Source: an optimization exercise on an open RTL-to-GDS flow (aim: small area). Production flows keep margins and buffers that such runs may drop.
In this exercise RTL edits were held to simulation tests only and were not proved equivalent to the original.
The flow treats the clock pin as an ideal source. Dropping or thinning the clock tree relies on that and would not hold on a real chip.

Design top, start of the top module:
module top#(
parameter p_clkfreq = 100_000_000,
parameter p_sclkfreq = 1_000_000,
parameter p_cpol = 0,
parameter p_cpha = 0,
parameter p_readfreq = 2,
parameter p_baudrate = 115_200,
parameter p_stopbit	= 2
)(
input   clk,
input   rst,
input miso_i,
output mosi_o,
output sclk_o,
output cs_o,
output  tx
);
reg [5:0] p;     
reg [3:0] hb;    
reg [6:0] by;    
reg wa;          
reg wb;          
wire act = p[5] & p[4] & (p[3] | p[2] | p[1]);    
wire pw  = p[5] & p[4] & ~p[3] & ~p[2] & ~p[1] & p[0];    
wire p9  = p[3] & p[1] & p[0];          
wire h12  = hb[3] & hb[2] & ~hb[0];     
wire h15  = hb[3] & hb[2] & hb[0];      
wire fr0  = ~by[3];                     
wire tail = by[3] & by[2] & by[0];      
wire hw  = pw & (&hb);                  
wire bw  = hw & (&by[6:2]);             
wire tick = (&by[6:2]) & (&hb) & p[5] & p[3] & p[2] & ~p[1] & p[0];
wire entry = wb & (by == 7'd7) & (&hb) & (p == 6'd4);
wire leave = act & tail & p[2] & p[1] & ~p[0];
always @(posedge clk) begin
    if (rst) begin
        p  <= 6'd46;
        hb <= 4'd15;
        by <= 7'd124;
    end else if (leave) begin
        p  <= 6'd46;
        hb <= 4'd14;
        by <= 7'd8;
    end else if (entry) begin
        p  <= 6'd50;
    end else if (act) begin
        p <= (p9 | h12) ? 6'd50 : p + 6'd1;
        if (h12)     hb <= 4'd15;
        else if (p9) hb <= hb + 4'd1;
        if (h12)     by <= by + 7'd1;
    end else begin
        p <= pw ? 6'd0 : p + 6'd1;
        if (pw) hb <= hb + 4'd1;
        if (hw) by <= bw ? 7'd0 : by + 7'd1;
    end
end
always @(posedge clk) begin
    if (rst) begin
        wa  <= 1'b0;
        wb  <= 1'b0;
    end else if (tick) begin
        wa <= 1'b1;
        wb <= wa;
    end
end
wire p_lt5 = ~p[3] & ~(p[2] & p[1] & p[0]);    
wire cs_act = wa & (wb ? (act ? (fr0 & (h15 | ~hb[3] | (~hb[2] & ~hb[1] & ~hb[0] & p_lt5)))
                              : (by[6:3] == 4'd0 || (by == 7'd8 && hb == 4'd0)))
                       : (by < 7'd3 || (by == 7'd3 && hb == 4'd0)));
assign cs_o   = ~cs_act;
assign sclk_o = act ? (fr0 & (h15 | (~hb[3] & ~hb[2] & (~(hb[1] & hb[0]) | p_lt5))))
                    : cs_act & hb[0];
reg [7:0] mbyte;
always @(*) begin
    mbyte = 8'h00;
    if (wb) begin
  ...
Size: about 220 cells after synthesis, roughly 7 I/O pins, about 0.0022 sq mm of cells after synthesis.
==> module top, before the edit <==
module top#(
parameter p_clkfreq = 100_000_000,
parameter p_sclkfreq = 1_000_000,
parameter p_cpol = 0,
parameter p_cpha = 0,
parameter p_readfreq = 2,
parameter p_baudrate = 115_200,
parameter p_stopbit	= 2
)(
input   clk,
input   rst,
input miso_i,
output mosi_o,
output sclk_o,
output cs_o,
output  tx
);
reg [5:0] p;     
reg [3:0] hb;    
reg [6:0] by;    
reg wa;          
reg wb;          
wire act = p[5] & p[4] & (p[3] | p[2] | p[1]);    
wire pw  = p[5] & p[4] & ~p[3] & ~p[2] & ~p[1] & p[0];    
wire p9  = p[3] & p[1] & p[0];          
wire h12  = hb[3] & hb[2] & ~hb[0];     
wire h15  = hb[3] & hb[2] & hb[0];      
wire fr0  = ~by[3];                     
wire tail = by[3] & by[2] & by[0];      
wire hw  = pw & (&hb);                  
wire bw  = hw & (&by[6:2]);             
wire tick = (&by[6:2]) & (&hb) & p[5] & p[3] & p[2] & ~p[1] & p[0];
wire entry = wb & (by == 7'd7) & (&hb) & (p == 6'd4);
wire leave = act & tail & p[2] & p[1] & ~p[0];
always @(posedge clk) begin
    if (rst) begin
        p  <= 6'd46;
        hb <= 4'd15;
        by <= 7'd124;
    end else if (leave) begin
        p  <= 6'd46;
        hb <= 4'd14;
        by <= 7'd8;
    end else if (entry) begin
        p  <= 6'd50;
    end else if (act) begin
        p <= (p9 | h12) ? 6'd50 : p + 6'd1;
        if (h12)     hb <= 4'd15;
        else if (p9) hb <= hb + 4'd1;
        if (h12)     by <= by + 7'd1;
    end else begin
        p <= pw ? 6'd0 : p + 6'd1;
        if (pw) hb <= hb + 4'd1;
        if (hw) by <= bw ? 7'd0 : by + 7'd1;
    end
end
always @(posedge clk) begin
    if (rst) begin
        wa  <= 1'b0;
        wb  <= 1'b0;
    end else if (tick) begin
        wa <= 1'b1;
        wb <= wa;
    end
end
wire p_lt5 = ~p[3] & ~(p[2] & p[1] & p[0]);    
wire cs_act = wa & (wb ? (act ? (fr0 & (h15 | ~hb[3] | (~hb[2] & ~hb[1] & ~hb[0] & p_lt5)))
                              : (by[6:3] == 4'd0 || (by == 7'd8 && hb == 4'd0)))
                       : (by < 7'd3 || (by == 7'd3 && hb == 4'd0)));
assign cs_o   = ~cs_act;
assign sclk_o = act ? (fr0 & (h15 | (~hb[3] & ~hb[2] & (~(hb[1] & hb[0]) | p_lt5))))
                    : cs_act & hb[0];
reg [7:0] mbyte;
always @(*) begin
    mbyte = 8'h00;
    if (wb) begin
        if (by == 7'd0) mbyte = 8'h0B;
        if (by == 7'd1) mbyte = 8'h0E;
    end else begin
        if (by == 7'd0) mbyte = 8'h0A;
        if (by == 7'd1) mbyte = 8'h2D;
        if (by == 7'd2) mbyte = 8'h02;
    end
end
reg mosi_r;
always @(posedge clk) begin
    if (rst) mosi_r <= 1'b0;
    else     mosi_r <= wa & mbyte[~hb[3:1]] & ~hw;
end
assign mosi_o = mosi_r;
reg [48:0] r;
wire cap = pw & ~hb[0] & (by[6:3] == 4'd0);
always @(posedge clk) begin
    r <= {r[0], r[48:1]};
    if (cap) begin
        case (by[2:1])
            2'd2:    r[33] <= miso_i;
            2'd3:    r[18] <= miso_i;
            default: r[48] <= miso_i;
        endcase
    end
end
reg tap;
always @(*) begin
    case (hb[2:0])
        3'd7: tap = r[19];
        3'd0: tap = r[7];
        3'd1: tap = r[44];
        3'd2: tap = r[32];
        3'd3: tap = r[20];
        3'd4: tap = r[8];
        3'd5: tap = r[45];
        default: tap = r[33];
    endcase
end
reg dbit;
always @(posedge clk) begin
    if (p9) dbit <= tap;
end
assign tx = ~act | tail | (hb[3] & (hb[2] ^ hb[1])) | (~hb[3] & dbit);
endmodule
export LEC_CHECK = 0
export ABC_AREA = 1
export CAP_MARGIN = 20
export CORE_MARGIN = 2
export CORE_UTILIZATION = 65
export PLACE_DENSITY = 0.75
export SLEW_MARGIN = 20
create_clock -name core_clock -period 10.0 [get_ports {clk}]
standard.sh (not shown) runs the stock make flow with config.mk's settings and CLKGATE_MAP_FILE= SYNTH_SCRIPT=/design/flow/synth_recipe.tcl, a recipe that flattens the netlist after the stock synthesis.
==> flow/flow/run.sh <==
#!/bin/bash
# Standard layout with three changes:
#  1. the combinational logic of the standard synthesis is re-mapped by
#     Yosys/ABC (flow/remap.py: several area-oriented scripts, the smallest
#     result proven equivalent is kept; registers are kept exactly: names,
#     count and cell types);
#  2. ports are buffered with sky130_fd_sc_hd__buf_1;
#  3. after CTS, the clock tree is rebuilt as NLEAF leaf buffers fed by the
#     clock port, each driving one placement cluster of register clock pins.
# Each tool writes its own log in this folder.
set -euo pipefail
LIB=$FLOW_HOME/platforms/sky130hd/lib/sky130_fd_sc_hd__tt_025C_1v80.lib
R=orfs/results/$FLOW_PLATFORM/top/base
BUFARGS="BUFFER_PORTS_ARGS=-buffer_cell sky130_fd_sc_hd__buf_1"
LEAF=${LEAF:-sky130_fd_sc_hd__clkbuf_8}
NLEAF=${NLEAF:-4}

bash standard.sh synth > synth.log 2>&1
cp $R/1_2_yosys.v std_synth.v

NUM_CORES=${NUM_CORES:-4} python3 flow/remap.py $LIB std_synth.v remapped.v $FLOW_TOP > remap.log 2>&1
cp remapped.v $R/1_2_yosys.v
rm -f $R/1_synth.odb $R/1_synth.sdc

bash standard.sh "$BUFARGS" cts > place_cts.log 2>&1
cp $R/4_cts.odb cts_standard.odb
IN_ODB=cts_standard.odb OUT_ODB=cts_rebuilt.odb LEAF_MASTER=$LEAF NLEAF=$NLEAF \
  openroad -no_init -exit flow/clock_tree.tcl > clock_tree.log 2>&1
cp cts_rebuilt.odb $R/4_cts.odb
bash standard.sh "$BUFARGS" finish > route_finish.log 2>&1
Other scripts of this flow, unchanged in this note and not shown: flow/flow/clock_tree.tcl, flow/flow/remap.py
==> next run, changes <==
--- a/flow/design.v
+++ b/flow/design.v
@@ -27,19 +27,18 @@
 wire h12  = hb[3] & hb[2] & ~hb[0];     
 wire h15  = hb[3] & hb[2] & hb[0];      
 wire fr0  = ~by[3];                     
-wire tail = by[3] & by[2] & by[0];      
 wire hw  = pw & (&hb);                  
 wire bw  = hw & (&by[6:2]);             
 wire tick = (&by[6:2]) & (&hb) & p[5] & p[3] & p[2] & ~p[1] & p[0];
 wire entry = wb & (by == 7'd7) & (&hb) & (p == 6'd4);
-wire leave = act & tail & p[2] & p[1] & ~p[0];
+wire leave = act & h12 & by[3] & by[2];
 always @(posedge clk) begin
     if (rst) begin
         p  <= 6'd46;
         hb <= 4'd15;
         by <= 7'd124;
     end else if (leave) begin
-        p  <= 6'd46;
+        p  <= 6'd41;
         hb <= 4'd14;
         by <= 7'd8;
     end else if (entry) begin
@@ -118,5 +117,5 @@
 always @(posedge clk) begin
     if (p9) dbit <= tap;
 end
-assign tx = ~act | tail | (hb[3] & (hb[2] ^ hb[1])) | (~hb[3] & dbit);
+assign tx = ~act | (hb[3] & (hb[2] ^ hb[1])) | (~hb[3] & dbit);
 endmodule
What happened: Setup slack is better by 0.14 ns. Via count climbs by about 1%. Worst hold slack is worse by 0.0066 ns. Cell count drops by 2.2%. Die area drops by about 1%. Wire length drops by 6.5%. Final area drops by 0.98%. Global-route usage drops by 2.1 points. Synthesized cell count drops by about 2.7%. Synthesized area drops by about 1%. Sequential share of layout area climbs by 0.61 points. Clock skew barely changes. Flip-flop and latch count is unchanged.
No run of this note takes its clock network from TritonCTS; it comes from the design's own scripts or RTL.

[afterwards: timing with drivers on the ports]
No port has a modelled driver above. Below, the same layouts with a new extraction and two added sets of constraints. Step 1: set_driving_cell puts a clkbuf_16 on clk and a buf_2 on each other input, an assumption about the parent block. Step 2, shift: input delay + t, output delay - t, t = (earliest + latest rising clock arrival at the registers) / 2. This alone moves slack from input paths to output paths. Slacks: ideal ports / drivers / drivers and shift; pairs: ideal ports / drivers.
run	t (ns)	setup slack, ns	worst data-port slew with drivers (ns)
the first run	0.212	5.792 / 5.737 / 5.949	0.03
the second run	0.208	5.931 / 5.880 / 6.087	0.03
After both steps setup and hold are still met in every run listed.
